From an optimization exercise on the open Yosys and OpenROAD flow, aimed at small area; shortcuts taken in it are not production practice.
The RTL was checked by simulation tests, not by an equivalence proof against the original design.
No activity file was given, so power comes from the tool's default toggle rates.

== indigo ==
// top
module top (
    input  clk,
    input  rst,
    input  en,
    input  signed [7:0] adc_in,
    output wire [7:0] char_out,
    output wire char_valid,
    output wire signed [15:0] I_out,
    output wire signed [15:0] Q_out,
    output wire sweep_done,
    output wire signed [6:0] freq,
    output wire bit_tick,
    output wire bit_out
);
export LEC_CHECK = 0
export ABC_AREA = 1
export CAP_MARGIN = 5
export CORE_MARGIN = 2
export CORE_UTILIZATION = 55
export CTS_BUF_LIST = sky130_fd_sc_hd__clkbuf_16
export CTS_CLUSTER_DIAMETER = 100
export CTS_CLUSTER_SIZE = 25
export SLEW_MARGIN = 5
create_clock -name core_clock -period 20.0 [get_ports {clk}]
standard.sh (not shown) runs the stock make flow with config.mk's settings and CLKGATE_MAP_FILE= SYNTH_SCRIPT=/design/flow/synth_recipe.tcl, a recipe that flattens the netlist after the stock synthesis.
==> flow/flow/run.sh <==
#!/bin/bash
# The standard layout (standard.sh) with these synthesis changes only:
#  - multipliers are Booth-encoded and adders keep Yosys's default carry logic:
#    SYNTH_OPERATIONS_ARGS="-booth"
#    replaces ORFS's "-extra-map lcu_kogge_stone.v";
#  - no full/half-adder cell extraction (empty ADDER_MAP_FILE);
#  - abc maps logic with an area-oriented script (flow/abc_area.script:
#    Yosys's default liberty-mapping script with extra AIG rewriting and
#    area recovery) instead of ORFS's abc_area.script.
# The ORFS scripts are used from a copy in which only abc_area.script differs.
# Registers are mapped exactly as in the standard synthesis.
set -euo pipefail
rm -rf scripts_mod
cp -r "$FLOW_HOME/scripts" scripts_mod
cp flow/abc_area.script scripts_mod/abc_area.script
export SYNTH_OPERATIONS_ARGS="-booth"
export ADDER_MAP_FILE=""
bash standard.sh SCRIPTS_DIR="$PWD/scripts_mod" finish > standard.log 2>&1
==> flow/flow/abc_area.script <==
strash
&get -n
&fraig -x
&put
scorr
dc2
dretime
strash
balance
rewrite
refactor
balance
rewrite
rewrite -z
balance
refactor -z
rewrite -z
balance
dc2
balance
rewrite
refactor
balance
rewrite
rewrite -z
balance
refactor -z
rewrite -z
balance
dc2
strash
&get -n
&dch -f
&nf -R 1000
&put
strash
&get -n
&dch -f
&nf -R 1000
&put
diff inputs: indigo => lagoon
--- a/flow/config.mk
+++ b/flow/config.mk
@@ -8,3 +8,3 @@
 export ABC_AREA = 1
-export CAP_MARGIN = 5
+export CAP_MARGIN = 20
 export CORE_MARGIN = 2
@@ -14,2 +14,4 @@
 export CTS_CLUSTER_SIZE = 25
-export SLEW_MARGIN = 5
+export GPL_ROUTABILITY_DRIVEN = 0
+export GPL_TIMING_DRIVEN = 0
+export SLEW_MARGIN = 20
### Flow results
- Relative max-transition margin in lagoon is 3.5 points above indigo.
- Non-clock buffer count (higher): indigo
- In the metrics for indigo and lagoon, the one carrying the lower pre-CTS setup slack is lagoon.
- lagoon against indigo: worst-case clock skew went up by 0.0085 ns, delay of the slowest critical-path stage now sits higher, switching power share of the total saw a decrease.
- Status: number of non-filler instances in the completed layout parity (lagoon, indigo)
- Area added between synthesis and finish up 0.72 points in lagoon wrt indigo
The following lists how cedar was set up differently from lagoon:
--- a/flow/config.mk
+++ b/flow/config.mk
@@ -14,4 +14,2 @@
 export CTS_CLUSTER_SIZE = 25
-export GPL_ROUTABILITY_DRIVEN = 0
-export GPL_TIMING_DRIVEN = 0
 export SLEW_MARGIN = 20
==> comparison <==
- cedar ended up with a lower final clock period utilization by the worst path than lagoon did.
- Count of buffer and inverter cells on the critical path in cedar is 1 above lagoon.
- Clock period minus worst slack in cedar is 0.96 ns lower than in lagoon
- Compare lagoon and cedar | global-route usage lower: lagoon
- Per the comparison of cedar with lagoon, internal power summed over all cells saw little to no change, core utilization dropped 0.40 points, proportion of total power due to net switching up 0.19 points, maximum number of pins on one net before global-route repair fell 23.
- Comparing lagoon and cedar, the lower endpoint required time on the critical path is on cedar.
- Vias per cell, cedar vs lagoon: down slightly
- cedar vs lagoon: detailed-router iteration count before antenna repair down
### cedar -> zinc
--- a/flow/flow/abc_area.script
+++ b/flow/flow/abc_area.script
@@ -40 +40,6 @@
 &put
+strash
+&get -n
+&dch -f
+&nf -R 1000
+&put
- The flow did not stop early for zinc: all stages ran, and the layout cleared the timing, design-rule and antenna checks.
- Final critical-path required period: zinc < cedar
- zinc and cedar ended up with nearly the same non-clock buffer area fraction after layout.
- Post-placement worst setup slack for zinc: 0.35 ns up relative to cedar
- zinc: power about 1.3% below cedar
- Diff cedar..zinc | global routing usage on met3 | negligible
- Going from cedar to zinc, number of hold buffers added after cts barely changed; number of distinct library cells after synthesis dropped 2; first-pass GRT wire length dropped 1.1 mm.

[afterwards: timing with drivers on the ports]
How much do the figures lean on ideal ports? The routed layouts below were timed once more, with nothing changed but the port constraints.
Step 1 (the two cells are an assumption about what drives the block):
set clk [get_ports {clk}]
set_driving_cell -lib_cell sky130_fd_sc_hd__clkbuf_16 $clk
set_driving_cell -lib_cell sky130_fd_sc_hd__buf_2 [delete_from_list [all_inputs] $clk]
Step 2 moves the port delays by t, midway between the first and last clock arrival at a register: inputs arrive t later, outputs are due t later. That takes back most of the time a late clock gives input paths.
a / b / c = no drivers / after step 1 / after step 2; a / b = the first two.
run	t, ns	setup WS [ns]	worst setup path at the end	worst register clock-pin slew, ns	worst slew at a driven data input, ns
indigo	0.726	5.348 / 5.378 / 4.652	input to register	0.11 / 0.11	0.09
lagoon	0.732	4.388 / 4.406 / 3.673	input to register	0.11 / 0.11	0.12
cedar	0.726	5.349 / 5.379 / 4.653	input to register	0.11 / 0.11	0.09
zinc	0.722	5.743 / 5.769 / 5.047	input to register	0.11 / 0.11	0.10
After both steps setup and hold are still met in every run listed. For lagoon, which loses most, drivers alone change the setup slack by +0.018 ns; drivers and shift together by -0.715 ns.
